Context: an optimization exercise on an open-source flow, tuned for small area, a short achievable clock period and few clock cycles. The choices shown serve that exercise and are no tape-out recipe. The RTL was checked by simulation tests, not by an equivalence proof against the original design. In every run shown here, the design's own scripts or RTL, not TritonCTS, make the clock network. The clock input has no modelled driver; a real chip could not lean on it and would need a root buffer or a full tree. Power figures rest on the tool's default switching activity, not on a simulated workload.

==> design/flow/design.v <==
module qr_decode(
    input clk,
    input srstn,
    input qr_decode_start,
    input sram_rdata,
    output [11:0] sram_raddr,
    output reg decode_valid,
    output reg [7:0] decode_jis8_code,
    output reg qr_decode_finish
  );
  reg [4:0] r, c;       
  reg R1, R2;           
  reg [2:0] m;          
  reg [2:0] b;          
  reg [4:0] nb;         
  reg hdr;              
  assign sram_raddr = {1'b0, r, 1'b0, c};
  wire fmt = ~c[4] & ~c[3];
  wire up = c[1];
  wire at_top = c[4] ? (~r[4] & ~r[2] & ~r[1]) : ~(r[4] | r[3] | r[2] | r[1] | r[0]);   
  wire at_bot = r[4] & r[3];                                                           
  wire turn = c[0] & (up ? at_top : at_bot);
  wire sk6 = ~r[4] & ~r[3] & r[2] & r[0] & ~(r[1] ^ up);                  
  wire al_up = c[4] & ~c[2] & up & r[4] & ~r[1] & r[0];                   
  wire al_dn = c[4] & ~c[2] & ~up & ~r[4] & r[2] & r[1] & r[0];           
  wire al = al_up | al_dn;
  wire x = sk6 | al;
  wire [3:0] d = r[3:0] ^ {4{up}};
  wire t1 = d[0], t2 = d[1] & d[0], t3 = d[2] & t2, t4 = d[3] & t3;      
  wire [4:0] rt = {t4 | al, t3 | al, t2 & ~x, t1 | x, ~x};                
  wire rowmove = ~fmt & c[0] & ~turn;
  wire [4:0] frow = {{3{fmt & c[2]}}, 1'b0, fmt & c[2]};                   
  wire [4:0] nr = r ^ (rowmove ? rt : frow);
  wire alc = ~c[4] & c[2] & c[1] & r[4] & ~r[3] & ~(r[2] & r[1]) & (r[2] | r[1] | r[0]);
  wire hold = c[0] & (turn | alc);
  wire [3:1] e = c[3:1] ^ {3{~c[0]}};
  wire [4:0] tc = {e[3] & e[2] & e[1], e[2] & e[1], e[1], 1'b1, 1'b1};   
  wire [4:0] tf = c[2] ? 5'b10011 : c[0] ? 5'b00111 : {4'b0, qr_decode_start};
  wire [4:0] tcol = fmt ? tf : hold ? {4'b0, ~alc} : tc;
  wire [4:0] nc = c ^ tcol;
  wire R0 = ~R1 & ~R2;
  wire rdn = up ^ sk6;
  wire nR1 = fmt ? 1'b0 : (rowmove & ~al) ? (rdn ? R2 : R0) : R1;
  wire nR2 = fmt ? 1'b0 : (rowmove & ~al) ? (rdn ? R0 : R1) : R2;
  wire C0 = (~c[0] & ~c[1] & c[3]) | (~c[0] & c[1] & ~c[2]) | (c[0] & c[1] & c[2] & ~c[4]) | (c[0] & ~c[1] & c[2] & ~c[3]);
  wire C1 = (c[0] & ~c[1] & c[3]) | (~c[0] & c[1] & c[2] & c[4]) | (c[0] & c[1] & ~c[2] & c[4]) | (~c[0] & ~c[1] & ~c[2] & ~c[3]);
  wire C2 = ~C0 & ~C1;
  wire C3o = (c[1] & c[2] & ~c[3]) | (~c[1] & ~c[2] & ~c[3]) | (c[0] & c[1] & c[3]) | (c[0] & ~c[1] & ~c[3]);   
  wire a = r[0] & c[0];
  wire s = r[0] ^ c[0];
  wire q0 = R0 | C0;
  wire q1 = (R1 & C1) | (R2 & C2);
  wire z3 = (R0 & C0) | (R1 & C2) | (R2 & C1);
  reg mk;
  always @* begin
    case (m ^ 3'b101)
      3'd0: mk = ~s;
      3'd1: mk = ~r[0];
      3'd2: mk = C0;
      3'd3: mk = z3;
      3'd4: mk = ~(r[1] ^ C3o);
      3'd5: mk = ~a & q0;
      3'd6: mk = ~(a ^ q1);
      default: mk = ~(s ^ q1);
    endcase
  end
  wire bit_in = sram_rdata ^ mk;
  wire last_bit = (b == 3'd7);
  always @(posedge clk) begin
    if (~srstn) begin
      r <= 5'd8;
      c <= 5'd2;
      hdr <= 1'b1;
      decode_valid <= 1'b0;
      qr_decode_finish <= 1'b0;
    end else begin
      r <= nr;
      c <= nc;
      if (~fmt && b == 3'd0) hdr <= 1'b0;    
      decode_valid <= ~hdr & last_bit;
      qr_decode_finish <= ~hdr & ((last_bit & (nb == 5'd1)) | (nb == 5'd0));
    end
    R1 <= nR1;
    R2 <= nR2;
    if (fmt) m <= {m[1:0], sram_rdata};
    b <= fmt ? 3'd3 : b + 3'd1;           
    nb <= hdr ? decode_jis8_code[4:0] : nb - {4'd0, last_bit};
    decode_jis8_code <= {decode_jis8_code[6:0], bit_in};
  end
endmodule
==> design/flow/flow/run.sh <==
#!/bin/bash
# ORFS layout of the design with these changes to how it is made (the
# constraints are unchanged):
#  - synthesis maps the logic with an area-oriented ABC script (deepsyn,
#    then amap) and without half/full-adder extraction; the registers are
#    mapped exactly as in the standard synthesis;
#  - ports are buffered with buf_2 instead of the slow delay buffer;
#  - the clock tree is two clkbuf_8 in parallel, one per half of the registers
#    (flow/two_buf_cts.tcl) in place of the two-level tree;
#  - timing repair aims for more setup slack than the clock period needs.
set -euo pipefail
rm -rf myscripts
cp -r "$FLOW_HOME/scripts" myscripts
printf 'strash\n&get -n\n&deepsyn -T 30\n&put\ndch -f\namap\ntopo\n' > myscripts/abc_speed.script
python3 - "$PWD/flow/two_buf_cts.tcl" <<'PY'
import sys
p = 'myscripts/cts.tcl'
s = open(p).read()
old = 'log_cmd clock_tree_synthesis {*}$cts_args'
assert old in s
s = s.replace(old, 'source ' + sys.argv[1])
open(p, 'w').write(s)
PY
export SCRIPTS_DIR="$PWD/myscripts"
export ADDER_MAP_FILE=
export BUFFER_PORTS_ARGS="-buffer_cell sky130_fd_sc_hd__buf_2"
export SETUP_SLACK_MARGIN=6.35

bash standard.sh > standard.log 2>&1
==> design/flow/flow/two_buf_cts.tcl <==
# Clock tree of two buffers in parallel: the registers are split into a left
# and a right half, and a clkbuf_8 at each half's centroid drives its clock pins.
set block [ord::get_db_block]
set dbu [$block getDbUnitsPerMicron]
set pins {}
foreach pin [get_pins -of_objects [get_nets clk]] {
  if {[get_property $pin direction] ne "input"} { continue }
  set it [sta::sta_to_db_pin $pin]
  set bb [[$it getInst] getBBox]
  lappend pins [list [expr {([$bb xMin] + [$bb xMax]) / 2.0 / $dbu}] [expr {([$bb yMin] + [$bb yMax]) / 2.0 / $dbu}] $pin]
}
set pins [lsort -real -index 0 $pins]
set half [expr {[llength $pins] / 2}]
foreach {name group} [list left [lrange $pins 0 [expr {$half - 1}]] right [lrange $pins $half end]] {
  set sx 0.0; set sy 0.0; set loads {}
  foreach p $group { set sx [expr {$sx + [lindex $p 0]}]; set sy [expr {$sy + [lindex $p 1]}]; lappend loads [lindex $p 2] }
  set n [llength $group]
  puts "two_buf_cts: $name $n clock pins, buffer at [expr {$sx / $n}] [expr {$sy / $n}]"
  log_cmd insert_buffer -buffer_cell sky130_fd_sc_hd__clkbuf_8 -net clk -load_pins $loads \
    -location [list [expr {$sx / $n}] [expr {$sy / $n}]] -buffer_name clkbuf_$name -net_name clknet_$name
}
==> design/flow/standard.sh <==
#!/bin/bash
# synth_recipe.tcl (not shown) runs the flow's synth.tcl, then flattens the netlist and writes it again
# the make line also repeats each setting of config.mk as NAME=value (left out here)
make -C /OpenROAD-flow-scripts/flow DESIGN_CONFIG=/design/flow/config.mk WORK_HOME=/design/flow/orfs CLKGATE_MAP_FILE= SYNTH_SCRIPT=/design/flow/synth_recipe.tcl "${@:-finish}"
==> design/flow/config.mk <==
export PLATFORM = sky130hd
export DESIGN_NAME = qr_decode
export DESIGN_NICKNAME = qr_decode
export VERILOG_FILES = /design/flow/design.v
export SDC_FILE = /design/flow/constraint.sdc
export NUM_CORES = 4
export LEC_CHECK = 0
export CAP_MARGIN = 20
export CORE_MARGIN = 2
export CORE_UTILIZATION = 45
export SLEW_MARGIN = 20
==> design/flow/constraint.sdc <==
create_clock -name core_clock -period 9.0 [get_ports {clk}]
set_input_delay 1.8000 -clock core_clock [delete_from_list [all_inputs] [get_ports {clk}]]
set_output_delay 1.8000 -clock core_clock [all_outputs]
set_load 0.01 [all_outputs]
==> results of run 1 <==
-- routing by layer --
layer | global-route usage (%) | share of wire, %
met5 | 0 | 0
met4 | 1.67 | 0.42
met3 | 1.63 | 6.5
met2 | 28.4 | 44
met1 | 27.0 | 49
-- cell usage after synthesis (2+ instances only) --
cell,instances
a2111oi_0,2
a211oi_1,5
a21oi_1,8
a31oi_1,5
buf_4,3
clkinv_1,26
dfxtp_1,31
edfxtp_1,3
nand2_1,13
nor2_1,38
nor2b_1,3
nor3_1,9
nor4_1,3
o21ai_0,12
o221ai_1,2
o22a_1,2
o22ai_1,7
o32a_1,3
o32ai_1,2
or2_0,2
or4_1,2
-- cell families (layout without fill, tap and decap cells) --
family,count (synthesis),after routing,share of synthesized area [%]
flops,34,34,46.6
compound gates,56,56,24.8
buf+inv,29,54,7.87
other cells,1,2,0.246
simple gates,72,72,20.5
-- final timing paths --
| path | end | from | slack (ns) |
|---|---|---|---|
| worst max-delay path | sram_raddr[7] | r[1]$_SDFF_PN0_ | 6.41 |
| worst min-delay path | decode_jis8_code[6]$_DFF_P_ | decode_jis8_code[5]$_DFF_P_ | 0.36 |
| worst max register to register | decode_jis8_code[0]$_DFF_P_ | c[1]$_SDFF_PN1_ | 6.53 |
| worst min register to register | decode_jis8_code[6]$_DFF_P_ | decode_jis8_code[5]$_DFF_P_ | 0.36 |
-- power by group --
group | switching, mW | internal (mW) | leakage [nW]
clock network | 0.0384 | 0.0207 | 0.0144
logic | 0.188 | 0.123 | 0.349
registers | 0.0636 | 0.220 | 0.290
total | 0.290 | 0.364 | 0.653
-- cell type report, without the clock buffers --
type / count / area (sq um) / area share [%]
Inverter: 26 / 109 / 6.18
Multi-Input combinational cell: 130 / 711 / 40.3
Sequential cell: 34 / 719 / 40.8
Tap cell: 46 / 57.6 / 3.27
Timing Repair Buffer: 26 / 138 / 7.81
-- flip-flops by register name, indices dropped and copies added, names as in the netlist, 3 cells and up --
| signal | cells |
|---|---|
| b | 3 |
| decode_jis8_code | 8 |
| m | 3 |
| r | 5 |
| nb | 5 |
| c | 5 |
-- per-stage QoR --
stage | power [mW] | worst slack, ns | hold slack [ns] | cell area, sq um | util, %
floorplan | 0.481 | 6.62 | 0.372 | 1530 | -
global placement | 0.566 | 6.29 | 0.331 | 1680 | 51.1
detailed placement | 0.573 | 6.25 | 0.341 | 1680 | 51.1
CTS | 0.619 | 6.38 | 0.341 | 1710 | 52.1
global route | 0.709 | 6.35 | 0.363 | 1760 | 53.6
finish | 0.654 | 6.41 | 0.355 | 1760 | 53.6
-- timing repair --
item / 4_1_cts / 5_1_grt
cloned: 0 / 0
hold buffers: 0 / 0
resized for setup: 3 / 12
endpoints found under the setup margin: 4 / 10
buffers inserted: 0 / 3
==> out/metrics.yaml, run 1 <==
slew_headroom_pct: 51.5
grt_usage_pct: 17.7
gp_congestion: 0.920
first_pass_iters: 4
antenna_found_initial: 0
irDropWorstVdd_v: 0.000166
die_area_sq_um: 3870
arrival_ns: 0.79
grt_overflow: 0
core_area_sq_um: 3280
grt_max_degree: 18
yosys.area.top_type: "dfxtp_1"
async_flop_share_pct: 0
hp-class: "register to register"
timing.fmax_mhz: 386
synth_ff_type: "dfxtp_1"
drc_errors: 0
die_y_microns: 62.2
n_antenna_cell: 0
dp_hpwl_microns: 2670
synth_area_per_cell_sq_um: 7.94
wl_microns: 3570
instances_no_fill: 264
yosys_register_bits: 34
end_kind: "output pin"
yosysSeqAreaShare_pct: 46.6
cp_max_fo: 6
rr_worst_depth: 13
drt.antenna.violating_nets: 0
grt_pass1_wl_microns: 5860
p_per_area_nw_per_um2: 371
synth_top_cells_by_area: "dfxtp_1, nor2_1, clkinv_1, edfxtp_1, o21ai_0"
cp.depth: 1
hold_depth: 0
vias: 1468
dp_cells: 259
numPortBuffers: 23
leakage_nw: 0.653
fin_tns_setup_ns: 0
die_width_microns: 62.2
routedWlPerCell_microns: 13.5
worst_setup_path_start_kind: "register"
synth_edf_count: 3
layout_commonest_cell: "nor2_1"
required_ns: 7.20
initial_core_util_pct: 46.4
rows: 21
slowest_stage: "dfxtp_1"
crit_family: "flip-flops"
clock_latency_ns: 0.16
slew_viol_final: 0
skew_ns: 0.0111
syn_to_final_growth_pct: 15.5
syn_area_sq_um: 1530
syn_inst: 192
grt_pass1_vias: 1279
setup_violations: 0
drt-initial-drc-count: 106
final.min_clock_period_ns: 2.59
fin_nets: 224
clkTransAtPathRegs_ns: 0.11
synth_cell_type_count: 32
finalCritPeriodShare_pct: 28.8
status: "complete, no violations"
finalHoldViolCount: 0
grt_setup_unrepaired: "false"
slowest_delay_ns: 0.45
final_cell_mix: "nor2_1, dfxtp_1, buf_2"
max_cap_viol_count: 0
yosysWarnings: 1
crit_path_cell_trace: "buf_2"
synth_top_area_share_pct: 40.7
ios: 26
fillCellCount: 329
cp_num_buf_inv: 1
worst_pin_slew_ns: 0.724
critical_path_class: "register to output pin"
vias_per_cell: 5.56
drive_gt1_share_pct: 18.3
Testbench counts, summed over its fixed seeds: cycles 15,800.
==> run 2, diff against run 1 <==
--- a/design/flow/flow/run.sh
+++ b/design/flow/flow/run.sh
@@ -25,5 +25,5 @@
 export ADDER_MAP_FILE=
 export BUFFER_PORTS_ARGS="-buffer_cell sky130_fd_sc_hd__buf_2"
 export SETUP_SLACK_MARGIN=6.35
-
+export SETUP_SLACK_MARGIN=6.4
 bash standard.sh > standard.log 2>&1
==> run 2 against run 1 <==
Against the previous run: highest routed layer is now met3; total power about the same; first-iteration DRC count up 1.9%; sequential share of layout area up 0.25 points; worst hold slack about the same; worst setup slack better by 0.035 ns; die area unchanged.
==> out/metrics.yaml, run 2 <==
fin_nets: 224  # unchanged
hp-start: "decode_jis8_code[5]$_DFF_P_"  # unchanged
skew_ns: 0.0110  # was 0.0111 ns
fin_tns_setup_ns: 0  # unchanged
startpoint: "r[4]$_SDFF_PN0_"  # was r[1]$_SDFF_PN0_
drt.antenna.violating_nets: 0  # unchanged
clock_latency_ns: 0.16  # about the same
p_comb_share_pct: 47.5  # was 47.6%
hp-class: "register to register"  # unchanged
synth_top_cells_by_area: "dfxtp_1, nor2_1, clkinv_1, edfxtp_1, o21ai_0"  # unchanged
grt_pass1_vias: 1296  # was 1,279
p_sw_share_pct: 44.2  # was 44.4%
drive_gt1_share_pct: 19.3  # was 18.3%
netlist_top_cells_count: "nor2_1, dfxtp_1, clkinv_1"  # unchanged
routedWlPerCell_microns: 13.5  # about the same
numPortBuffers: 23  # unchanged
leakage_nw: 0.657  # was 0.653 nW
vias_per_cell: 5.56  # unchanged
timing.critical_path.to: "sram_raddr[10]"  # was sram_raddr[7]
synth_edf_count: 3  # unchanged
gp_congestion: 0.920  # unchanged
slowest_stage: "dfxtp_1"  # unchanged
slew_headroom_pct: 51.9  # was 51.5%
die_width_microns: 62.2  # unchanged
p_per_area_nw_per_um2: 371  # about the same
grt_usage_pct: 17.8  # was 17.7%
rr_startpoint: "c[0]$_SDFF_PN0_"  # was c[1]$_SDFF_PN1_
top_register: "decode_jis8_code"  # unchanged
grt_overflow: 0  # unchanged
syn_inst: 192  # unchanged
max_cap_viol_count: 0  # unchanged
syn_to_final_growth_pct: 15.6  # was 15.5%
async_flop_share_pct: 0  # unchanged
multiInputGateArea_sq_um: 709  # was 711 sq um
cp.depth: 1  # unchanged
synth_area_per_cell_sq_um: 7.94  # unchanged
final_cell_mix: "nor2_1, dfxtp_1, buf_2"  # unchanged
critical_path_class: "register to output pin"  # unchanged
slowest_delay_ns: 0.43  # was 0.45 ns
timing.fmax_mhz: 391  # was 386 MHz
status: "complete, no violations"  # unchanged
worst_pin_slew_ns: 0.719  # was 0.724 ns
yosys.area.top_type: "dfxtp_1"  # unchanged
seqPwrFrac_pct: 43.4  # about the same
finalCritPeriodShare_pct: 28.4  # was 28.8%
r2r_end: "decode_jis8_code[0]$_DFF_P_"  # unchanged
die_area_sq_um: 3870  # unchanged
clkTransAtPathRegs_ns: 0.11  # about the same
die_y_microns: 62.2  # unchanged
drt-initial-drc-count: 108  # was 106
dp_hpwl_microns: 2670  # unchanged
yosysSeqAreaShare_pct: 46.6  # unchanged
final.min_clock_period_ns: 2.56  # was 2.59 ns
synth_top_area_share_pct: 40.7  # unchanged
r2r_slack_ns: 6.49  # was 6.53 ns
post-place-ws_ns: 6.25  # unchanged
arrival_ns: 0.76  # was 0.79 ns
synth_cell_type_count: 32  # unchanged
syn_area_sq_um: 1530  # unchanged
worst_slack_ns: 6.44  # was 6.41 ns
drc_errors: 0  # unchanged
yosys_register_bits: 34  # unchanged
clkPwrFrac_pct: 9.0  # about the same
cp_max_fo: 6  # unchanged
rows: 21  # unchanged
irDropWorstVdd_v: 0.000162  # was 0.000166 V
finalHoldViolCount: 0  # unchanged
worst_setup_path_start_kind: "register"  # unchanged
fillCellCount: 328  # was 329
cp_num_buf_inv: 1  # unchanged
grt_pass1_wl_microns: 5860  # unchanged
n_antenna_cell: 0  # unchanged
wl_microns: 3560  # was 3570 microns
switching_power_mw: 0.289  # was 0.290 mW
synth_ff_type: "dfxtp_1"  # unchanged
slew_viol_final: 0  # unchanged
required_ns: 7.20  # about the same
antenna_found_initial: 0  # unchanged
initial_core_util_pct: 46.4  # unchanged
grt_setup_unrepaired: "true"  # was false
first_pass_iters: 4  # unchanged
crit_path_cell_trace: "buf_2"  # unchanged
yosysWarnings: 1  # unchanged
rr_worst_depth: 13  # unchanged
crit_family: "flip-flops"  # unchanged
vias: 1468  # unchanged
ios: 26  # unchanged
grt_max_degree: 18  # unchanged
layout_commonest_cell: "nor2_1"  # unchanged
largest_register_ffs: 8  # unchanged
yosysMostFrequentCell: "nor2_1"  # unchanged
register_area_sq_um: 724  # was 719 sq um
end_kind: "output pin"  # unchanged
p_int_mw: 0.365  # was 0.364 mW
core_area_sq_um: 3280  # unchanged
setup_violations: 0  # unchanged
-- run 2: stage by stage --
| step | hold WS (ns) | cell area (sq um) | instances | utilization [%] | power, mW |
|---|---|---|---|---|---|
| floorplan | 0.372 | 1530 | 193 | - | 0.481 |
| detailed placement | 0.341 | 1680 | 259 | 51.1 | 0.573 |
| global placement | 0.331 | 1680 | 259 | 51.1 | 0.566 |
| finish | 0.355 | 1760 | 264 | 53.7 | 0.654 |
| CTS | 0.341 | 1710 | 261 | 52.1 | 0.620 |
| global route | 0.363 | 1760 | 264 | 53.7 | 0.709 |
-- run 2: what timing repair did --
action,4_1_cts,5_1_grt
endpoints found under the setup margin,5,12
hold buffers,0,0
endpoints found under the hold margin,0,0
resized for setup,4,12
buffers inserted,0,3
-- run 2: area by class of cell, without the clock buffers --
class	instances	area share, %
inverter	26	6.03
tap	46	3.26
sequential	34	41.1
multi-input combinational	130	40.2
timing repair buffer	26	7.81
-- run 2: how the worst min path moves through the flow --
stage / slack (ns) / endpoint / cells after the start
final: 0.36 / decode_jis8_code[6]$_DFF_P_ / 0
after floorplan: 0.37 / b[0]$_SDFF_PP1_ / 1
after global placement: 0.33 / decode_jis8_code[6]$_DFF_P_ / 0
after CTS: 0.34 / decode_jis8_code[6]$_DFF_P_ / 0
after detailed placement: 0.34 / decode_jis8_code[6]$_DFF_P_ / 0
after global routing: 0.36 / decode_jis8_code[6]$_DFF_P_ / 0
-- run 2: cell families (layout without fill, tap and decap cells) --
group	count (synthesis)	in the layout	share of synthesized area (%)
AO/OA/AOI/OAI	56	56	24.8
flip-flops	34	34	46.6
buffers and inverters	29	54	7.87
other	1	2	0.246
AND/OR/NAND/NOR	72	72	20.5
-- run 2: worst reg2reg max path, cell delays in order (launching register included) --
cell	delay, ns
dfxtp_2	0.43
clkinv_2	0.16
o21ai_0	0.25
o21a_1	0.21
nand2_1	0.09
o21ai_0	0.14
o32a_1	0.25
nand2_1	0.08
o22a_1	0.22
o21ai_0	0.19
a31oi_1	0.07
a31o_1	0.21
nand2_1	0.06
o21ai_0	0.07
-- run 2: layer usage --
layer	part of all wire [%]	global-route usage, %	vias up	wire [microns]
met2	45	28.4	52	1600
li1	-	-	736	-
met5	0	0	-	0
met3	6.3	1.63	0	226
met1	49	26.9	680	1740
met4	0	2.22	0	0
-- run 2: power by group through the flow --
stage / combinational [mW] / sequential, mW / clock (mW)
floorplan: 0.198 / 0.283 / 0
global placement: 0.288 / 0.279 / 0
detailed placement: 0.292 / 0.282 / 0
CTS: 0.293 / 0.283 / 0.0432
global route: 0.347 / 0.296 / 0.0667
finish: 0.311 / 0.284 / 0.0592
==> run 3, diff against run 2 <==
--- a/design/flow/flow/run.sh
+++ b/design/flow/flow/run.sh
@@ -24,6 +24,5 @@
 export SCRIPTS_DIR="$PWD/myscripts"
 export ADDER_MAP_FILE=
 export BUFFER_PORTS_ARGS="-buffer_cell sky130_fd_sc_hd__buf_2"
-export SETUP_SLACK_MARGIN=6.35
 export SETUP_SLACK_MARGIN=6.4
 bash standard.sh > standard.log 2>&1
==> run 3 against run 2 <==
Against the previous run: worst setup slack unchanged; cell area unchanged; largest power group unchanged; first-iteration DRC count unchanged; critical endpoint unchanged; synthesized cell count unchanged; clock skew unchanged; global-route usage unchanged; die area unchanged; utilization unchanged.
==> out/metrics.yaml, run 3 <==
status: "complete, no violations"  # unchanged
die_area_sq_um: 3870  # unchanged
leakage_nw: 0.657  # unchanged
irDropWorstVdd_v: 0.000162  # unchanged
r2r_end: "decode_jis8_code[0]$_DFF_P_"  # unchanged
ios: 26  # unchanged
cp_max_fo: 6  # unchanged
r2r_slack_ns: 6.49  # about the same
die_width_microns: 62.2  # unchanged
core_area_sq_um: 3280  # unchanged
cp.depth: 1  # unchanged
clkPwrFrac_pct: 9.0  # about the same
multiInputGateArea_sq_um: 709  # unchanged
grt_max_degree: 18  # unchanged
clkTransAtPathRegs_ns: 0.11  # about the same
synth_edf_count: 3  # unchanged
yosysSeqAreaShare_pct: 46.6  # unchanged
design_area_sq_um: 1760  # unchanged
final.min_clock_period_ns: 2.56  # unchanged
register_area_sq_um: 724  # unchanged
whs_ns: 0.355  # unchanged
arrival_ns: 0.76  # about the same
grt_setup_unrepaired: "true"  # unchanged
worst_pin_slew_ns: 0.719  # unchanged
routedWlPerCell_microns: 13.5  # unchanged
clock_latency_ns: 0.16  # about the same
worst_setup_path_start_kind: "register"  # unchanged
end_kind: "output pin"  # unchanged
crit_path_cell_trace: "buf_2"  # unchanged
async_flop_share_pct: 0  # unchanged
drc_errors: 0  # unchanged
setup_violations: 0  # unchanged
synth_top_cells_by_area: "dfxtp_1, nor2_1, clkinv_1, edfxtp_1, o21ai_0"  # unchanged
p_comb_share_pct: 47.5  # about the same
synth_ff_type: "dfxtp_1"  # unchanged
critical_path_class: "register to output pin"  # unchanged
seqPwrFrac_pct: 43.4  # about the same
synth_area_per_cell_sq_um: 7.94  # unchanged
slew_headroom_pct: 51.9  # unchanged
postPlaceCellArea_sq_um: 1680  # unchanged
n_antenna_cell: 0  # unchanged
p_int_mw: 0.365  # unchanged
grt_pass1_vias: 1296  # unchanged
cp_num_buf_inv: 1  # unchanged
antenna_found_initial: 0  # unchanged
vias_per_cell: 5.56  # unchanged
rr_startpoint: "c[0]$_SDFF_PN0_"  # unchanged
syn_area_sq_um: 1530  # unchanged
rows: 21  # unchanged
drt.antenna.violating_nets: 0  # unchanged
yosysMostFrequentCell: "nor2_1"  # unchanged
vias: 1468  # unchanged
timing.critical_path.to: "sram_raddr[10]"  # unchanged
fin_util_pct: 53.7  # unchanged
largest_register_ffs: 8  # unchanged
hp-class: "register to register"  # unchanged
top_register: "decode_jis8_code"  # unchanged
initial_core_util_pct: 46.4  # unchanged
slowest_stage: "dfxtp_1"  # unchanged
startpoint: "r[4]$_SDFF_PN0_"  # unchanged
gp_congestion: 0.920  # unchanged
numPortBuffers: 23  # unchanged
max_cap_viol_count: 0  # unchanged
slowest_delay_ns: 0.43  # about the same
dp_hpwl_microns: 2670  # unchanged
synth_top_area_share_pct: 40.7  # unchanged
cts_hold_buf: 0  # unchanged
p_sw_share_pct: 44.2  # unchanged
worst_slack_ns: 6.44  # unchanged
finalHoldViolCount: 0  # unchanged
final_cell_mix: "nor2_1, dfxtp_1, buf_2"  # unchanged
syn_to_final_growth_pct: 15.6  # unchanged
rr_worst_depth: 13  # unchanged
timing.fmax_mhz: 391  # unchanged
required_ns: 7.20  # about the same
yosys.area.top_type: "dfxtp_1"  # unchanged
grt_usage_pct: 17.8  # unchanged
yosys_register_bits: 34  # unchanged
switching_power_mw: 0.289  # unchanged
layout_commonest_cell: "nor2_1"  # unchanged
drt-initial-drc-count: 108  # unchanged
fin_tns_setup_ns: 0  # unchanged
fillCellCount: 328  # unchanged
syn_inst: 192  # unchanged
p_per_area_nw_per_um2: 371  # unchanged
netlist_top_cells_count: "nor2_1, dfxtp_1, clkinv_1"  # unchanged
yosysWarnings: 1  # unchanged
wl_microns: 3560  # unchanged
synth_cell_type_count: 32  # unchanged
slew_viol_final: 0  # unchanged
skew_ns: 0.0110  # unchanged
grt_overflow: 0  # unchanged
die_y_microns: 62.2  # unchanged
grt_pass1_wl_microns: 5860  # unchanged
fin_nets: 224  # unchanged
crit_family: "flip-flops"  # unchanged
first_pass_iters: 4  # unchanged
finalCritPeriodShare_pct: 28.4  # unchanged
drive_gt1_share_pct: 19.3  # unchanged
post-place-ws_ns: 6.25  # unchanged
## run 3: cell counts in the layout (fill, tap and decap cells not counted)
Identical to the previous run, type by type.
## run 3: final cells by class, without the clock buffers
cell class	count	area share [%]
sequential	34	41.1
multi-input combinational	130	40.2
timing repair buffer	26	7.81
inverter	26	6.03
tap	46	3.26
## run 3: cell families after synthesis
family,share of synthesized area [%]
buf+inv,7.87
other cells,0.246
simple gates,20.5
flops,46.6
compound gates,24.8
## run 3: power by group through the flow
stage          logic, mW  registers (mW)  clock network [mW]
2_1_floorplan      0.198           0.283                   0
3_3_place_gp       0.288           0.279                   0
3_5_place_dp       0.292           0.282                   0
4_1_cts            0.293           0.283              0.0432
5_1_grt            0.347           0.296              0.0667
6_report           0.311           0.284              0.0592
## run 3: what timing repair did
item | in CTS | in global routing
buffers inserted | 0 | 3
setup endpoints to repair | 5 | 12
gates resized for setup | 4 | 12
## run 3: through the flow
stage	cells	power, mW
after floorplan	193	0.481
after global placement	259	0.566
after detailed placement	259	0.573
after CTS	261	0.620
after global routing	264	0.709
final	264	0.654
## run 3: worst min-delay path by stage
stage,from,end,slack [ns],depth (start not counted)
6_report,decode_jis8_code[5]$_DFF_P_,decode_jis8_code[6]$_DFF_P_,0.36,0
5_1_grt,decode_jis8_code[5]$_DFF_P_,decode_jis8_code[6]$_DFF_P_,0.36,0
3_5_place_dp,decode_jis8_code[5]$_DFF_P_,decode_jis8_code[6]$_DFF_P_,0.34,0
2_1_floorplan,b[0]$_SDFF_PP1_,b[0]$_SDFF_PP1_,0.37,1
3_3_place_gp,decode_jis8_code[5]$_DFF_P_,decode_jis8_code[6]$_DFF_P_,0.33,0
4_1_cts,decode_jis8_code[5]$_DFF_P_,decode_jis8_code[6]$_DFF_P_,0.34,0
## run 3: layer usage
metal / vias up / global-route usage (%) / share of wire, % / wire length (microns)
li1: 736 / - / - / -
met1: 680 / 26.9 / 49 / 1740
met2: 52 / 28.4 / 45 / 1600
met3: 0 / 1.63 / 6.3 / 226
met4: 0 / 2.22 / 0 / 0
met5: - / 0 / 0 / 0
==> run 4, diff against run 3 <==
--- a/design/flow/design.v
+++ b/design/flow/design.v
@@ -84,7 +84,8 @@
     R2 <= nR2;
     if (fmt) m <= {m[1:0], sram_rdata};
     b <= fmt ? 3'd3 : b + 3'd1;           
-    nb <= hdr ? decode_jis8_code[4:0] : nb - {4'd0, last_bit};
+    if (hdr) nb <= decode_jis8_code[4:0];   
+    else if (last_bit) nb <= nb - 5'd1;
     decode_jis8_code <= {decode_jis8_code[6:0], bit_in};
   end
 endmodule
--- a/design/flow/flow/run.sh
+++ b/design/flow/flow/run.sh
@@ -11,7 +11,7 @@
 set -euo pipefail
 rm -rf myscripts
 cp -r "$FLOW_HOME/scripts" myscripts
-printf 'strash\n&get -n\n&deepsyn -T 30\n&put\ndch -f\namap\ntopo\n' > myscripts/abc_speed.script
+printf 'strash\n&get -n\n&deepsyn -T 30\n&put\namap\ntopo\n' > myscripts/abc_speed.script
 python3 - "$PWD/flow/two_buf_cts.tcl" <<'PY'
 import sys
 p = 'myscripts/cts.tcl'
@@ -24,5 +24,6 @@
 export SCRIPTS_DIR="$PWD/myscripts"
 export ADDER_MAP_FILE=
 export BUFFER_PORTS_ARGS="-buffer_cell sky130_fd_sc_hd__buf_2"
-export SETUP_SLACK_MARGIN=6.4
+export SETUP_SLACK_MARGIN=6.35
+
 bash standard.sh > standard.log 2>&1
==> run 4 against run 3 <==
Against the previous run: critical endpoint is now sram_raddr[7]; final cell count up 0.76%; worst setup slack worse by 0.099 ns; area after synthesis up 1.8%; sequential power up 6%; wire length down 0.76%; clock power about the same; critical path type unchanged; synthesized cell count up 2.1%; worst hold slack better by 0.00072 ns; cell area up 0.78%.
==> out/metrics.yaml, run 4 <==
status: "complete, no violations"  # unchanged
fin_tns_setup_ns: 0  # unchanged
vias_per_cell: 5.50  # was 5.56
final.min_clock_period_ns: 2.66  # was 2.56 ns
cp_max_fo: 7  # was 6
yosys.area.top_type: "dfxtp_1"  # unchanged
required_ns: 7.20  # about the same
top_register: "decode_jis8_code"  # unchanged
vias: 1463  # was 1,468
final_cell_mix: "nor2_1, clkinv_1, buf_2"  # was nor2_1, dfxtp_1, buf_2
worst_setup_path_start_kind: "register"  # unchanged
drc_errors: 0  # unchanged
dp_hpwl_microns: 2600  # was 2670 microns
fin_util_pct: 53.2  # was 53.7%
critical_path_class: "register to output pin"  # unchanged
slowest_stage: "dfxtp_1"  # unchanged
synth_top_cells_by_area: "dfxtp_1, edfxtp_1, nor2_1, clkinv_1, a21oi_1"  # was dfxtp_1, nor2_1, clkinv_1, edfxtp_1, o21ai_0
p_per_area_nw_per_um2: 392  # was 371 nW/um^2
antenna_found_initial: 0  # unchanged
crit_path_cell_trace: "buf_2"  # unchanged
arrival_ns: 0.86  # was 0.76 ns
core_area_sq_um: 3340  # was 3280 sq um
n_antenna_cell: 0  # unchanged
synth_ff_type: "dfxtp_1"  # unchanged
slew_headroom_pct: 58.6  # was 51.9%
wl_microns: 3540  # was 3560 microns
async_flop_share_pct: 0  # unchanged
die_area_sq_um: 3940  # was 3870 sq um
synth_cell_type_count: 28  # was 32
fin_nets: 226  # was 224
synth_edf_count: 8  # was 3
routedWlPerCell_microns: 13.3  # was 13.5 microns
slowest_delay_ns: 0.51  # was 0.43 ns
p_int_mw: 0.382  # was 0.365 mW
clock_latency_ns: 0.16  # about the same
grt_usage_pct: 17.4  # was 17.8%
postPlaceCellArea_sq_um: 1710  # was 1680 sq um
grt_overflow: 0  # unchanged
gp_congestion: 0.909  # was 0.920
p_comb_share_pct: 48.2  # was 47.5%
drt-initial-drc-count: 91  # was 108
worst_pin_slew_ns: 0.618  # was 0.719 ns
finalHoldViolCount: 0  # unchanged
skew_ns: 0.00653  # was 0.0110 ns
grt_max_degree: 18  # unchanged
ios: 26  # unchanged
leakage_nw: 0.669  # was 0.657 nW
first_pass_iters: 5  # was 4
largest_register_ffs: 8  # unchanged
grt_setup_unrepaired: "true"  # unchanged
layout_commonest_cell: "nor2_1"  # unchanged
yosysMostFrequentCell: "nor2_1"  # unchanged
initial_core_util_pct: 46.5  # was 46.4%
setup_violations: 0  # unchanged
numPortBuffers: 23  # unchanged
hp-class: "register to register"  # unchanged
finalCritPeriodShare_pct: 29.5  # was 28.4%
synth_area_per_cell_sq_um: 7.92  # was 7.94 sq um
design_area_sq_um: 1780  # was 1760 sq um
max_cap_viol_count: 0  # unchanged
switching_power_mw: 0.314  # was 0.289 mW
crit_family: "flip-flops"  # unchanged
cp_num_buf_inv: 1  # unchanged
rows: 21  # unchanged
seqPwrFrac_pct: 43.4  # about the same
slew_viol_final: 0  # unchanged
syn_inst: 196  # was 192
drt.antenna.violating_nets: 0  # unchanged
p_sw_share_pct: 45.1  # was 44.2%
end_kind: "output pin"  # unchanged
timing.fmax_mhz: 377  # was 391 MHz
die_y_microns: 62.7  # was 62.2 microns
netlist_top_cells_count: "nor2_1, clkinv_1, dfxtp_1"  # was nor2_1, dfxtp_1, clkinv_1
clkTransAtPathRegs_ns: 0.10  # was 0.11 ns
grt_pass1_wl_microns: 5810  # was 5860 microns
synth_top_area_share_pct: 33.5  # was 40.7%
yosys_register_bits: 34  # unchanged
clkPwrFrac_pct: 8.5  # was 9.0%
yosysWarnings: 1  # unchanged
yosysSeqAreaShare_pct: 49.0  # was 46.6%
die_width_microns: 62.7  # was 62.2 microns
irDropWorstVdd_v: 0.000159  # was 0.000162 V
syn_area_sq_um: 1550  # was 1530 sq um
syn_to_final_growth_pct: 14.4  # was 15.6%
drive_gt1_share_pct: 17.7  # was 19.3%
grt_pass1_vias: 1346  # was 1,296
cts_hold_buf: 0  # unchanged
run 4: cells by family (layout without fill, tap and decap cells):
logic type | Yosys count | after routing | synth area share (%)
DFF | 34 | 34 | 49.0
other | 1 | 2 | 0.242
buffers and inverters | 32 | 55 | 8.46
and+or+nand+nor | 63 | 63 | 16.7
xor gates and xnor gates | 1 | 1 | 0.564
AOI/OAI and AO/OA | 65 | 65 | 25.1
run 4: final timing paths:
path	slack (ns)	end	start	depth (start not counted)
worst min register to register	0.36	decode_jis8_code[6]$_DFF_P_	decode_jis8_code[5]$_DFF_P_	0
worst max register to register	6.59	r[1]$_SDFF_PN0_	c[1]$_SDFF_PN1_	14
worst max-delay path	6.34	sram_raddr[7]	r[1]$_SDFF_PN0_	1
worst min-delay path	0.36	decode_jis8_code[6]$_DFF_P_	decode_jis8_code[5]$_DFF_P_	0
run 4: timing repair:
action / CTS / global route
pin swaps: 0 / 3
endpoints found under the hold margin: 0 / 0
setup buffers: 0 / 1
endpoints found under the setup margin: 7 / 10
resized for setup: 4 / 13
run 4: routing by layer:
layer,part of all wire [%],global-route usage (%)
met4,1.6,3.33
met2,52,33.1
met5,0,0
met1,41,21.2
met3,6.1,1.80
run 4: layout make-up, without the clock buffers:
| class | instances | area (sq um) |
|---|---|---|
| Fill cell | 336 | 1560 |
| Sequential cell | 34 | 768 |
| Inverter | 29 | 111 |
| Multi-Input combinational cell | 131 | 689 |
| Timing Repair Buffer | 24 | 123 |
| Tap cell | 46 | 57.6 |
run 4: metrics by stage:
stage | std cells | power [mW] | setup slack [ns] | hold WS, ns
4_1_cts | 265 | 0.659 | 6.39 | 0.343
3_5_place_dp | 263 | 0.613 | 6.09 | 0.343
6_report | 266 | 0.697 | 6.34 | 0.356
3_3_place_gp | 263 | 0.607 | 6.26 | 0.336
5_1_grt | 266 | 0.756 | 6.32 | 0.373
2_1_floorplan | 197 | 0.517 | 6.54 | 0.368
run 4: power by group through the flow:
stage | combinational (mW) | sequential (mW) | clock, mW
floorplan | 0.215 | 0.302 | 0
global placement | 0.309 | 0.298 | 0
detailed placement | 0.312 | 0.301 | 0
CTS | 0.314 | 0.302 | 0.0431
global route | 0.376 | 0.313 | 0.0672
finish | 0.335 | 0.302 | 0.0590
Testbench counts of run 4, summed over its fixed seeds: cycles 15,800.
==> run 5, diff against run 4 <==
--- a/design/flow/flow/run.sh
+++ b/design/flow/flow/run.sh
@@ -25,5 +25,5 @@
 export ADDER_MAP_FILE=
 export BUFFER_PORTS_ARGS="-buffer_cell sky130_fd_sc_hd__buf_2"
 export SETUP_SLACK_MARGIN=6.35
-
+export SETUP_SLACK_MARGIN=6.4
 bash standard.sh > standard.log 2>&1
==> run 5 against run 4 <==
Against the previous run: still clean on timing, DRC and antenna; cell area grew 0.63%; clock power is essentially flat; maximum frequency grew 3.7%; synthesized cell count is the same; largest cell class unchanged.
==> out/metrics.yaml, run 5 <==
worst_pin_slew_ns: 0.601  # was 0.618 ns
slew_headroom_pct: 59.8  # was 58.6%
critical_path_class: "register to output pin"  # unchanged
numPortBuffers: 23  # unchanged
slew_viol_final: 0  # unchanged
n_antenna_cell: 0  # unchanged
async_flop_share_pct: 0  # unchanged
yosysMostFrequentCell: "nor2_1"  # unchanged
synth_area_per_cell_sq_um: 7.92  # unchanged
yosysSeqAreaShare_pct: 49.0  # unchanged
drc_errors: 0  # unchanged
die_area_sq_um: 3940  # unchanged
grt_setup_unrepaired: "false"  # was true
cp_num_buf_inv: 1  # unchanged
startpoint: "r[3]$_SDFF_PN1_"  # was r[1]$_SDFF_PN0_
initial_core_util_pct: 46.5  # unchanged
status: "complete, no violations"  # unchanged
top_register: "decode_jis8_code"  # unchanged
timing.critical_path.to: "sram_raddr[9]"  # was sram_raddr[7]
required_ns: 7.20  # about the same
fin_tns_setup_ns: 0  # unchanged
wl_microns: 3590  # was 3540 microns
r2r_end: "r[1]$_SDFF_PN0_"  # unchanged
die_width_microns: 62.7  # unchanged
yosys.area.top_type: "dfxtp_1"  # unchanged
slowest_stage: "dfxtp_1"  # unchanged
routedWlPerCell_microns: 13.5  # was 13.3 microns
fin_util_pct: 53.6  # was 53.2%
crit_family: "flip-flops"  # unchanged
synth_cell_type_count: 28  # unchanged
final.min_clock_period_ns: 2.56  # was 2.66 ns
vias: 1468  # was 1,463
irDropWorstVdd_v: 0.000159  # about the same
yosys_register_bits: 34  # unchanged
grt_max_degree: 18  # unchanged
syn_to_final_growth_pct: 15.1  # was 14.4%
p_per_area_nw_per_um2: 393  # was 392 nW/um^2
worst_setup_path_start_kind: "register"  # unchanged
skew_ns: 0.00632  # was 0.00653 ns
drt-initial-drc-count: 104  # was 91
synth_edf_count: 8  # unchanged
finalCritPeriodShare_pct: 28.5  # was 29.5%
ios: 26  # unchanged
crit_path_cell_trace: "buf_2"  # unchanged
rows: 21  # unchanged
synth_top_area_share_pct: 33.5  # unchanged
dp_hpwl_microns: 2600  # unchanged
yosysWarnings: 1  # unchanged
syn_area_sq_um: 1550  # unchanged
slowest_delay_ns: 0.43  # was 0.51 ns
finalHoldViolCount: 0  # unchanged
antenna_found_initial: 0  # unchanged
gp_congestion: 0.909  # unchanged
core_area_sq_um: 3340  # unchanged
netlist_top_cells_count: "nor2_1, clkinv_1, dfxtp_1"  # unchanged
setup_violations: 0  # unchanged
design_area_sq_um: 1790  # was 1780 sq um
timing.fmax_mhz: 390  # was 377 MHz
postPlaceCellArea_sq_um: 1710  # unchanged
grt_pass1_vias: 1346  # unchanged
grt_usage_pct: 17.4  # unchanged
fillCellCount: 336  # unchanged
dp_cells: 263  # unchanged
hp-class: "register to register"  # unchanged
grt_pass1_wl_microns: 5810  # unchanged
register_area_sq_um: 776  # was 768 sq um
arrival_ns: 0.76  # was 0.86 ns
r2r_slack_ns: 6.60  # was 6.59 ns
clock_latency_ns: 0.16  # about the same
rr_worst_depth: 14  # unchanged
final_cell_mix: "nor2_1, clkinv_1, buf_2"  # unchanged
clkTransAtPathRegs_ns: 0.11  # was 0.10 ns
leakage_nw: 0.670  # was 0.669 nW
die_y_microns: 62.7  # unchanged
rr_startpoint: "c[1]$_SDFF_PN1_"  # unchanged
first_pass_iters: 4  # was 5
drt.antenna.violating_nets: 0  # unchanged
largest_register_ffs: 8  # unchanged
synth_ff_type: "dfxtp_1"  # unchanged
multiInputGateArea_sq_um: 689  # unchanged
max_cap_viol_count: 0  # unchanged
cp.depth: 1  # unchanged
fin_nets: 226  # unchanged
syn_inst: 196  # unchanged
end_kind: "output pin"  # unchanged
cp_max_fo: 6  # was 7
grt_overflow: 0  # unchanged
vias_per_cell: 5.52  # was 5.50
cts_hold_buf: 0  # unchanged
drive_gt1_share_pct: 20.0  # was 17.7%
layout_commonest_cell: "nor2_1"  # unchanged
synth_top_cells_by_area: "dfxtp_1, edfxtp_1, nor2_1, clkinv_1, a21oi_1"  # unchanged
instances_no_fill: 266  # unchanged
## run 5: logic make-up after synthesis
group / count (synthesis) / synth area share, %
flip-flops: 34 / 49.0
AND/OR/NAND/NOR: 63 / 16.7
other: 1 / 0.242
AO/OA/AOI/OAI: 65 / 25.1
buffers and inverters: 32 / 8.46
XOR/XNOR: 1 / 0.564
## run 5: per-layer routing
layer	part of all wire [%]	vias to the layer above	GRT usage (%)
li1	-	737	-
met1	41	656	21.2
met2	51	65	33.1
met3	6.3	10	1.80
met4	1.9	0	3.33
met5	0	-	0
## run 5: cell type report, without the clock buffers
class | instances | area share [%]
inverter | 29 | 6.44
sequential | 34 | 43.4
multi-input combinational | 131 | 38.6
timing repair buffer | 24 | 6.86
tap | 46 | 3.22
## run 5: metrics by stage
step	hold slack [ns]	total power, mW	worst slack (ns)
finish	0.356	0.703	6.44
global route	0.373	0.760	6.37
CTS	0.343	0.659	6.39
detailed placement	0.343	0.613	6.09
global placement	0.336	0.607	6.26
floorplan	0.368	0.517	6.54
## run 5: worst min-delay path by stage
stage | startpoint | end | cells after the start
2_1_floorplan | b[0]$_SDFF_PP1_ | b[0]$_SDFF_PP1_ | 1
3_3_place_gp | decode_jis8_code[5]$_DFF_P_ | decode_jis8_code[6]$_DFF_P_ | 0
3_5_place_dp | decode_jis8_code[5]$_DFF_P_ | decode_jis8_code[6]$_DFF_P_ | 0
4_1_cts | decode_jis8_code[5]$_DFF_P_ | decode_jis8_code[6]$_DFF_P_ | 0
5_1_grt | decode_jis8_code[5]$_DFF_P_ | decode_jis8_code[6]$_DFF_P_ | 0
6_report | decode_jis8_code[5]$_DFF_P_ | decode_jis8_code[6]$_DFF_P_ | 0
## run 5: repair_timing
action	in CTS	in global routing
pin swaps	0	3
hold endpoints to repair	0	0
gates resized for setup	4	20
endpoints found under the setup margin	8	16
buffers inserted	0	1
## run 5: where the power goes
group          switching, mW  internal, mW  leakage (nW)
Combinational          0.209         0.129         0.354
Sequential            0.0701         0.235         0.302
Clock                 0.0380        0.0207        0.0144
Total                  0.317         0.385         0.670
==> run 6, diff against run 5 <==
--- a/design/flow/flow/run.sh
+++ b/design/flow/flow/run.sh
@@ -7,11 +7,13 @@
 #  - ports are buffered with buf_2 instead of the slow delay buffer;
 #  - the clock tree is two clkbuf_8 in parallel, one per half of the registers
 #    (flow/two_buf_cts.tcl) in place of the two-level tree;
+#  - registers that drive output ports hand their other loads to a buffer
+#    (flow/iso_outputs.tcl, run after the clock buffers);
 #  - timing repair aims for more setup slack than the clock period needs.
 set -euo pipefail
 rm -rf myscripts
 cp -r "$FLOW_HOME/scripts" myscripts
-printf 'strash\n&get -n\n&deepsyn -T 30\n&put\namap\ntopo\n' > myscripts/abc_speed.script
+printf 'strash\n&get -n\n&deepsyn -T 30\n&put\ndch -f\namap\ntopo\n' > myscripts/abc_speed.script
 python3 - "$PWD/flow/two_buf_cts.tcl" <<'PY'
 import sys
 p = 'myscripts/cts.tcl'
@@ -24,6 +26,6 @@
 export SCRIPTS_DIR="$PWD/myscripts"
 export ADDER_MAP_FILE=
 export BUFFER_PORTS_ARGS="-buffer_cell sky130_fd_sc_hd__buf_2"
-export SETUP_SLACK_MARGIN=6.35
-export SETUP_SLACK_MARGIN=6.4
+export SETUP_SLACK_MARGIN=6.5
+
 bash standard.sh > standard.log 2>&1
==> design/flow/flow/iso_outputs.tcl (new file) <==
# Output ports: the register behind each output port buffer also drives
# logic; move that logic onto a buffer so the register drives the port
# buffer alone.
foreach bufinst [get_cells output*] {
  set inpin [get_pins -of_objects $bufinst -filter "direction == input"]
  set qnet [get_nets -of_objects $inpin]
  set loads {}
  foreach p [get_pins -of_objects $qnet -filter "direction == input"] {
    if {[get_property [get_cells -of_objects $p] full_name] ne [get_property $bufinst full_name]} { lappend loads $p }
  }
  if {[llength $loads] >= 3} {
    puts "iso: [get_property $qnet full_name] [llength $loads] loads"
    insert_buffer -buffer_cell sky130_fd_sc_hd__buf_1 -net [get_property $qnet full_name] -load_pins $loads
  }
}
--- a/design/flow/flow/two_buf_cts.tcl
+++ b/design/flow/flow/two_buf_cts.tcl
@@ -19,3 +19,4 @@
   log_cmd insert_buffer -buffer_cell sky130_fd_sc_hd__clkbuf_8 -net clk -load_pins $loads \
     -location [list [expr {$sx / $n}] [expr {$sy / $n}]] -buffer_name clkbuf_$name -net_name clknet_$name
 }
+source [file join [file dirname [info script]] iso_outputs.tcl]
==> run 6 against run 5 <==
Against the previous run: still clean; clock skew about the same; cell area up 5.9%; sequential power down 12%; combinational power up 9.5%; worst setup slack better by 0.090 ns; register-to-register slack better by 0.14 ns; utilization up 3.2 points; area after synthesis up 0.73%; die area up 0.69%; via count up 2.0%; first-iteration DRC count down 4.8%; maximum frequency up 3.6%; critical path type unchanged; largest cell class unchanged; highest routed layer unchanged.
==> out/metrics.yaml, run 6 <==
cp_num_buf_inv: 1  # unchanged
gp_congestion: 0.872  # was 0.909
final.min_clock_period_ns: 2.47  # was 2.56 ns
seqPwrFrac_pct: 38.7  # was 43.5%
grt_usage_pct: 18.4  # was 17.4%
die_width_microns: 63.0  # was 62.7 microns
antenna_found_initial: 0  # unchanged
finalHoldViolCount: 0  # unchanged
final_cell_mix: "nor2_1, clkinv_1, dfxtp_1, buf_2, o21ai_0"  # was nor2_1, clkinv_1, buf_2
die_area_sq_um: 3960  # was 3940 sq um
hp-class: "register to register"  # unchanged
p_int_mw: 0.386  # was 0.385 mW
clkTransAtPathRegs_ns: 0.10  # was 0.11 ns
grt_setup_unrepaired: "true"  # was false
die_y_microns: 63.0  # was 62.7 microns
synth_top_area_share_pct: 33.3  # was 33.5%
synth_top_cells_by_area: "dfxtp_1, edfxtp_1, nor2_1, clkinv_1, o21ai_0"  # was dfxtp_1, edfxtp_1, nor2_1, clkinv_1, a21oi_1
finalCritPeriodShare_pct: 27.5  # was 28.5%
cp_max_fo: 2  # was 6
async_flop_share_pct: 0  # unchanged
critical_path_class: "register to output pin"  # unchanged
fin_tns_setup_ns: 0  # unchanged
setup_violations: 0  # unchanged
arrival_ns: 0.67  # was 0.76 ns
slew_viol_final: 0  # unchanged
syn_inst: 199  # was 196
drt.antenna.violating_nets: 0  # unchanged
largest_register_ffs: 8  # unchanged
core_area_sq_um: 3340  # unchanged
netlist_top_cells_count: "nor2_1, clkinv_1, dfxtp_1"  # unchanged
timing.fmax_mhz: 404  # was 390 MHz
startpoint: "c[1]$_SDFF_PN1_"  # was r[3]$_SDFF_PN1_
ios: 26  # unchanged
drt-initial-drc-count: 99  # was 104
synth_ff_type: "dfxtp_1"  # unchanged
yosysWarnings: 1  # unchanged
n_antenna_cell: 0  # unchanged
grt_overflow: 0  # unchanged
yosys.area.top_type: "dfxtp_1"  # unchanged
syn_area_sq_um: 1560  # was 1550 sq um
end_kind: "output pin"  # unchanged
numPortBuffers: 23  # unchanged
switching_power_mw: 0.312  # was 0.317 mW
fin_nets: 242  # was 226
dp_cells: 266  # was 263
instances_no_fill: 282  # was 266
max_cap_viol_count: 0  # unchanged
yosysSeqAreaShare_pct: 48.6  # was 49.0%
synth_area_per_cell_sq_um: 7.86  # was 7.92 sq um
worst_setup_path_start_kind: "register"  # unchanged
p_per_area_nw_per_um2: 368  # was 393 nW/um^2
initial_core_util_pct: 46.9  # was 46.5%
grt_pass1_vias: 1362  # was 1,346
synth_edf_count: 8  # unchanged
slowest_stage: "dfxtp_1"  # unchanged
wl_microns: 3540  # was 3590 microns
yosys_register_bits: 34  # unchanged
required_ns: 7.20  # about the same
syn_to_final_growth_pct: 21.1  # was 15.1%
yosysMostFrequentCell: "nor2_1"  # unchanged
drive_gt1_share_pct: 23.3  # was 20.0%
synth_cell_type_count: 25  # was 28
hp-start: "decode_jis8_code[5]$_DFF_P_"  # unchanged
p_comb_share_pct: 53.0  # was 48.2%
slowest_delay_ns: 0.37  # was 0.43 ns
clkPwrFrac_pct: 8.3  # was 8.4%
whs_ns: 0.355  # was 0.356 ns
top_register: "decode_jis8_code"  # unchanged
irDropWorstVdd_v: 0.000161  # was 0.000159 V
skew_ns: 0.00634  # was 0.00632 ns
vias: 1498  # was 1,468
vias_per_cell: 5.31  # was 5.52
rr_startpoint: "c[0]$_SDFF_PN0_"  # was c[1]$_SDFF_PN1_
grt_pass1_wl_microns: 6130  # was 5810 microns
dp_hpwl_microns: 2510  # was 2600 microns
design_area_sq_um: 1890  # was 1790 sq um
grt_max_degree: 18  # unchanged
layout_commonest_cell: "nor2_1"  # unchanged
first_pass_iters: 4  # unchanged
postPlaceCellArea_sq_um: 1720  # was 1710 sq um
crit_path_cell_trace: "buf_2"  # unchanged
p_sw_share_pct: 44.7  # was 45.2%
rows: 21  # unchanged
total_power_mw: 0.698  # was 0.703 mW
status: "complete, no violations"  # unchanged
crit_family: "flip-flops"  # unchanged
routedWlPerCell_microns: 12.5  # was 13.5 microns
drc_errors: 0  # unchanged
leakage_nw: 0.718  # was 0.670 nW
cts_hold_buf: 0  # unchanged
r2r_slack_ns: 6.74  # was 6.60 ns
clock_latency_ns: 0.16  # about the same
==> run 6: worst paths after layout <==
check	end	cells past startpoint
hold reg to reg	decode_jis8_code[6]$_DFF_P_	0
hold / removal	decode_jis8_code[6]$_DFF_P_	0
setup reg to reg	decode_jis8_code[0]$_DFF_P_	12
setup / recovery	sram_raddr[1]	1
==> run 6: cell families after synthesis <==
logic type             Yosys count  synth area share (%)
buffers and inverters           34                  8.88
DFF                             34                  48.6
AOI/OAI and AO/OA               65                  25.2
other                            1                 0.240
and+or+nand+nor                 65                  17.0
==> run 6: cell type report, without the clock buffers <==
class                      count  area [sq um]
inverter                      31           126
fill                         328          1440
tap                           46          57.6
timing repair buffer          37           195
sequential                    34           766
multi-input combinational    132           722
==> run 6: repair_timing <==
action / CTS / global route
buffers inserted: 4 / 0
hold endpoints to repair: 0 / 0
endpoints found under the setup margin: 8 / 15
resized for setup: 8 / 25
pin swaps: 1 / 1
gates cloned: 0 / 0
==> run 6: stage by stage <==
step	setup slack (ns)	util, %
after global routing	6.43	56.8
final	6.53	56.8
after detailed placement	6.27	51.6
after global placement	6.28	51.6
after CTS	6.47	55.3
after floorplan	6.53	-
==> run 6: power by group through the flow <==
stage | logic, mW | registers [mW] | clock network, mW
global placement | 0.306 | 0.290 | 0
finish | 0.370 | 0.270 | 0.0580
detailed placement | 0.309 | 0.291 | 0
global route | 0.423 | 0.279 | 0.0663
CTS | 0.348 | 0.272 | 0.0431
floorplan | 0.212 | 0.295 | 0
==> run 6: worst register-to-register path, stage by stage, from the launching register on <==
cell	delay (ns)
dfxtp_1	0.36
clkbuf_2	0.21
clkinv_1	0.20
nor2_1	0.25
a21oi_1	0.10
o22ai_2	0.22
o21ai_0	0.11
o21ai_0	0.11
o21ai_0	0.10
o211ai_1	0.18
o21ai_0	0.15
nor2_1	0.11
a21oi_1	0.04
==> run 6: per-layer routing <==
| metal | global-route usage, % | wire length (microns) | share of wire [%] |
|---|---|---|---|
| met2 | 30.5 | 1620 | 46 |
| met4 | 1.94 | 41 | 1.2 |
| met5 | 0 | 0 | 0 |
| met3 | 1.80 | 214 | 6.1 |
| met1 | 26.8 | 1660 | 47 |
==> run 7, diff against run 6 <==
--- a/design/flow/flow/run.sh
+++ b/design/flow/flow/run.sh
@@ -27,5 +27,5 @@
 export ADDER_MAP_FILE=
 export BUFFER_PORTS_ARGS="-buffer_cell sky130_fd_sc_hd__buf_2"
 export SETUP_SLACK_MARGIN=6.5
-
+export SETUP_SLACK_MARGIN=6.4
 bash standard.sh > standard.log 2>&1
==> run 7 against run 6 <==
Against the previous run: sequential share of layout area up 0.88 points; utilization down 1.6 points; register-to-register slack worse by 0.11 ns; first-iteration DRC count down 24%; critical endpoint is now decode_jis8_code[4]; largest power group unchanged.
==> out/metrics.yaml, run 7 <==
startpoint: "decode_jis8_code[4]$_DFF_P_"  # was c[1]$_SDFF_PN1_
end_kind: "output pin"  # unchanged
cp.depth: 1  # unchanged
synth_top_cells_by_area: "dfxtp_1, edfxtp_1, nor2_1, clkinv_1, o21ai_0"  # unchanged
slew_viol_final: 0  # unchanged
finalHoldViolCount: 0  # unchanged
required_ns: 7.20  # about the same
n_antenna_cell: 0  # unchanged
largest_register_ffs: 8  # unchanged
antenna_found_initial: 0  # unchanged
vias: 1495  # was 1,498
crit_path_cell_trace: "buf_2"  # unchanged
synth_top_area_share_pct: 33.3  # unchanged
vias_per_cell: 5.32  # was 5.31
async_flop_share_pct: 0  # unchanged
syn_inst: 199  # unchanged
routedWlPerCell_microns: 12.6  # was 12.5 microns
first_pass_iters: 4  # unchanged
timing.fmax_mhz: 400  # was 404 MHz
fillCellCount: 347  # was 328
yosys.area.top_type: "dfxtp_1"  # unchanged
syn_area_sq_um: 1560  # unchanged
skew_ns: 0.00298  # was 0.00634 ns
grt_setup_unrepaired: "true"  # unchanged
finalCritPeriodShare_pct: 27.8  # was 27.5%
yosys_register_bits: 34  # unchanged
cts_hold_buf: 0  # unchanged
setup_violations: 0  # unchanged
slowest_stage: "dfxtp_1"  # unchanged
synth_ff_type: "dfxtp_1"  # unchanged
cp_max_fo: 3  # was 2
drt.antenna.violating_nets: 0  # unchanged
netlist_top_cells_count: "nor2_1, clkinv_1, dfxtp_1"  # unchanged
yosysWarnings: 1  # unchanged
core_area_sq_um: 3340  # unchanged
layout_commonest_cell: "nor2_1"  # unchanged
synth_edf_count: 8  # unchanged
critical_path_class: "register to output pin"  # unchanged
rr_worst_depth: 12  # unchanged
clkTransAtPathRegs_ns: 0.10  # about the same
numPortBuffers: 23  # unchanged
crit_family: "flip-flops"  # unchanged
grt_overflow: 0  # unchanged
initial_core_util_pct: 46.9  # unchanged
top_register: "decode_jis8_code"  # unchanged
max_cap_viol_count: 0  # unchanged
grt_pass1_wl_microns: 5870  # was 6130 microns
leakage_nw: 0.701  # was 0.718 nW
fin_nets: 241  # was 242
drc_errors: 0  # unchanged
ios: 26  # unchanged
status: "complete, no violations"  # unchanged
hp-class: "register to register"  # unchanged
timing.critical_path.to: "decode_jis8_code[4]"  # was sram_raddr[1]
die_area_sq_um: 3960  # unchanged
irDropWorstVdd_v: 0.000175  # was 0.000161 V
die_width_microns: 63.0  # unchanged
final_cell_mix: "nor2_1, clkinv_1, dfxtp_1"  # was nor2_1, clkinv_1, dfxtp_1, buf_2, o21ai_0
r2r_end: "decode_jis8_code[0]$_DFF_P_"  # unchanged
grt_pass1_vias: 1299  # was 1,362
worst_setup_path_start_kind: "register"  # unchanged
synth_area_per_cell_sq_um: 7.86  # unchanged
rows: 21  # unchanged
final.min_clock_period_ns: 2.50  # was 2.47 ns
grt_max_degree: 18  # unchanged
drive_gt1_share_pct: 16.2  # was 23.3%
whs_ns: 0.357  # was 0.355 ns
syn_to_final_growth_pct: 17.8  # was 21.1%
grt_usage_pct: 17.9  # was 18.4%
die_y_microns: 63.0  # unchanged
r2r_slack_ns: 6.63  # was 6.74 ns
dp_hpwl_microns: 2620  # was 2510 microns
drt-initial-drc-count: 75  # was 99
yosysMostFrequentCell: "nor2_1"  # unchanged
p_per_area_nw_per_um2: 373  # was 368 nW/um^2
fin_tns_setup_ns: 0  # unchanged
cp_num_buf_inv: 1  # unchanged
yosysSeqAreaShare_pct: 48.6  # unchanged
wl_microns: 3530  # was 3540 microns
clock_latency_ns: 0.16  # about the same
fin_util_pct: 55.2  # was 56.8%
gp_congestion: 0.800  # was 0.872
synth_cell_type_count: 25  # unchanged
slowest_delay_ns: 0.39  # was 0.37 ns
worst_slack_ns: 6.50  # was 6.53 ns
post-place-ws_ns: 6.16  # was 6.27 ns
arrival_ns: 0.70  # was 0.67 ns
rr_startpoint: "c[2]$_SDFF_PN0_"  # was c[0]$_SDFF_PN0_
==> run 7: cell types whose count changed in the layout (fill, tap and decap cells not counted), sizes merged <==
| cell | delta |
|---|---|
| clkinvlp | -1 |
| clkbuf | -1 |
| clkinv | +5 |
| inv | -4 |
==> run 7: where the power goes <==
part,leakage (nW),switching (mW),internal (mW)
logic,0.389,0.230,0.132
registers,0.298,0.0411,0.227
clock network,0.0144,0.0366,0.0207
total,0.701,0.307,0.380
==> run 7: routing by layer <==
metal / GRT usage, % / vias up / part of all wire (%)
met5: 0 / - / 0
met1: 26.9 / 684 / 49
li1: - / 771 / -
met4: 0.833 / 0 / 0.34
met3: 1.80 / 2 / 5.2
met2: 29.0 / 38 / 46
==> run 7: repair_timing <==
item,CTS,global route
gates resized for setup,8,6
gates cloned,0,0
pin swaps,2,0
setup buffers,2,1
endpoints found under the setup margin,9,7
==> run 7: layout make-up, without the clock buffers <==
class / instances / area [sq um] / share of cell area [%]
Sequential cell: 34 / 761 / 41.3
Multi-Input combinational cell: 132 / 696 / 37.8
Timing Repair Buffer: 36 / 178 / 9.65
Inverter: 31 / 123 / 6.66
Tap cell: 46 / 57.6 / 3.12
==> run 7: stage by stage <==
| stage | power [mW] | std cells | instance area, sq um |
|---|---|---|---|
| floorplan | 0.507 | 200 | 1570 |
| global placement | 0.596 | 266 | 1720 |
| detailed placement | 0.603 | 266 | 1720 |
| CTS | 0.666 | 280 | 1820 |
| global route | 0.748 | 281 | 1840 |
| finish | 0.687 | 281 | 1840 |
==> run 7: kinds of logic after synthesis <==
family | synth area share [%]
buffers and inverters | 8.88
flip-flops | 48.6
AND/OR/NAND/NOR | 17.0
other | 0.240
AO/OA/AOI/OAI | 25.2
==> run 7: worst min path at each step <==
stage / depth (start not counted) / endpoint / slack [ns] / startpoint
after CTS: 0 / decode_jis8_code[7]$_DFF_P_ / 0.34 / decode_jis8_code[6]$_DFF_P_
after floorplan: 1 / b[0]$_SDFF_PP1_ / 0.37 / b[0]$_SDFF_PP1_
after detailed placement: 0 / decode_jis8_code[7]$_DFF_P_ / 0.34 / decode_jis8_code[6]$_DFF_P_
after global placement: 0 / decode_jis8_code[6]$_DFF_P_ / 0.33 / decode_jis8_code[5]$_DFF_P_
final: 0 / decode_jis8_code[7]$_DFF_P_ / 0.36 / decode_jis8_code[6]$_DFF_P_
after global routing: 0 / decode_jis8_code[7]$_DFF_P_ / 0.37 / decode_jis8_code[6]$_DFF_P_
==> run 8, diff against run 7 <==
--- a/design/flow/flow/run.sh
+++ b/design/flow/flow/run.sh
@@ -27,5 +27,5 @@
 export ADDER_MAP_FILE=
 export BUFFER_PORTS_ARGS="-buffer_cell sky130_fd_sc_hd__buf_2"
 export SETUP_SLACK_MARGIN=6.5
-export SETUP_SLACK_MARGIN=6.4
+export SETUP_SLACK_MARGIN=6.45
 bash standard.sh > standard.log 2>&1
==> run 8 against run 7 <==
Against the previous run: critical path type unchanged; combinational power hardly changed; flip-flop and latch count unchanged; final cell count rose by 0.71%; clock skew about the same; die area unchanged; area after synthesis is the same; sequential share of layout area down 0.58 points; still clean; wire length is 0.74% lower; register-to-register slack better by 0.07 ns; utilization grew 0.79 points.
==> out/metrics.yaml, run 8 <==
required_ns: 7.20  # about the same
drt-initial-drc-count: 90  # was 75
critical_path_class: "register to output pin"  # unchanged
synth_area_per_cell_sq_um: 7.86  # unchanged
dp_hpwl_microns: 2620  # unchanged
initial_core_util_pct: 46.9  # unchanged
p_per_area_nw_per_um2: 368  # was 373 nW/um^2
grt_overflow: 0  # unchanged
die_area_sq_um: 3960  # unchanged
die_y_microns: 63.0  # unchanged
synth_edf_count: 8  # unchanged
synth_top_area_share_pct: 33.3  # unchanged
max_cap_viol_count: 0  # unchanged
cp_num_buf_inv: 1  # unchanged
slowest_stage: "dfxtp_1"  # unchanged
clkTransAtPathRegs_ns: 0.10  # about the same
hp-start: "decode_jis8_code[6]$_DFF_P_"  # unchanged
setup_violations: 0  # unchanged
die_width_microns: 63.0  # unchanged
syn_area_sq_um: 1560  # unchanged
slew_viol_final: 0  # unchanged
hold_depth: 0  # unchanged
final.min_clock_period_ns: 2.50  # about the same
crit_family: "flip-flops"  # unchanged
hp-class: "register to register"  # unchanged
startpoint: "decode_jis8_code[4]$_DFF_P_"  # unchanged
yosysSeqAreaShare_pct: 48.6  # unchanged
p_comb_share_pct: 52.7  # was 52.6%
syn_inst: 199  # unchanged
rr_worst_depth: 12  # unchanged
numPortBuffers: 23  # unchanged
arrival_ns: 0.70  # about the same
fin_nets: 243  # was 241
p_int_mw: 0.381  # was 0.380 mW
fin_util_pct: 56.0  # was 55.2%
irDropWorstVdd_v: 0.000174  # was 0.000175 V
final_cell_mix: "nor2_1, clkinv_1, dfxtp_1"  # unchanged
status: "complete, no violations"  # unchanged
worst_setup_path_start_kind: "register"  # unchanged
end_kind: "output pin"  # unchanged
syn_to_final_growth_pct: 19.4  # was 17.8%
finalHoldViolCount: 0  # unchanged
ios: 26  # unchanged
rows: 21  # unchanged
yosys_register_bits: 34  # unchanged
routedWlPerCell_microns: 12.4  # was 12.6 microns
yosysMostFrequentCell: "nor2_1"  # unchanged
async_flop_share_pct: 0  # unchanged
wl_microns: 3500  # was 3530 microns
## run 8: cell types whose count changed in the layout (fill, tap and decap cells not counted)
cell	change
o21ai_0	-1
buf_4	+2
buf_1	-1
o21ai_1	+1
clkbuf_2	+1
inv_2	+1
clkinv_1	-1
buf_8	+1
buf_2	-1
## run 8: how the worst max path moves through the flow
stage                     depth (start not counted)                     endpoint  slack [ns]
after floorplan                                   5  qr_decode_finish$_SDFF_PN0_        6.46
after global placement                            6  qr_decode_finish$_SDFF_PN0_        6.18
after detailed placement                          6  qr_decode_finish$_SDFF_PN0_        6.16
after CTS                                        15              r[1]$_SDFF_PN0_        6.45
after global routing                             15              r[1]$_SDFF_PN0_        6.44
final                                             1          decode_jis8_code[4]        6.50
## run 8: per-layer routing
| metal | global-route usage, % | vias up | wire [microns] |
|---|---|---|---|
| met2 | 29.1 | 46 | 1610 |
| met3 | 1.80 | 2 | 212 |
| met4 | 0.833 | 0 | 12 |
| li1 | - | 773 | - |
| met1 | 27.0 | 669 | 1670 |
| met5 | 0 | - | 0 |
## run 8: layout make-up, without the clock buffers
| class | count | area (sq um) |
|---|---|---|
| multi-input cells | 132 | 696 |
| flip-flops and latches | 34 | 761 |
| inverters | 31 | 123 |
| repair buffers | 38 | 204 |
| fillers | 342 | 1470 |
| well taps | 46 | 57.6 |
## run 8: cells by family (layout without fill, tap and decap cells)
| kind of cell | count (synthesis) | count (layout) | share of synthesized area [%] |
|---|---|---|---|
| AOI/OAI and AO/OA | 65 | 65 | 25.2 |
| and+or+nand+nor | 65 | 65 | 17.0 |
| DFF | 34 | 34 | 48.6 |
| buffers and inverters | 34 | 71 | 8.88 |
| other | 1 | 2 | 0.240 |
## run 8: through the flow
step	total power, mW	setup WS [ns]	area (sq um)	instances
final	0.687	6.50	1870	283
after global routing	0.750	6.44	1870	283
after CTS	0.667	6.45	1850	282
after detailed placement	0.603	6.16	1720	266
after global placement	0.596	6.18	1720	266
after floorplan	0.507	6.46	1570	200
## run 8: power groups by stage
stage | Sequential (mW) | Combinational, mW | Clock (mW)
3_3_place_gp | 0.291 | 0.305 | 0
2_1_floorplan | 0.295 | 0.212 | 0
3_5_place_dp | 0.292 | 0.311 | 0
4_1_cts | 0.273 | 0.351 | 0.0431
5_1_grt | 0.277 | 0.409 | 0.0641
6_report | 0.268 | 0.362 | 0.0568
## run 8: what timing repair did
item,CTS,global route
pin swaps,3,0
buffers inserted,4,1
gates resized for setup,11,9
endpoints found under the setup margin,9,7

Check on run 8: ideal ports give 6.502 ns setup slack; a clkbuf_16 on the clock port and buf_2 on the inputs give 6.469 ns; moving port delays by the midpoint clock arrival (0.188 ns) as well gives 6.399 ns.
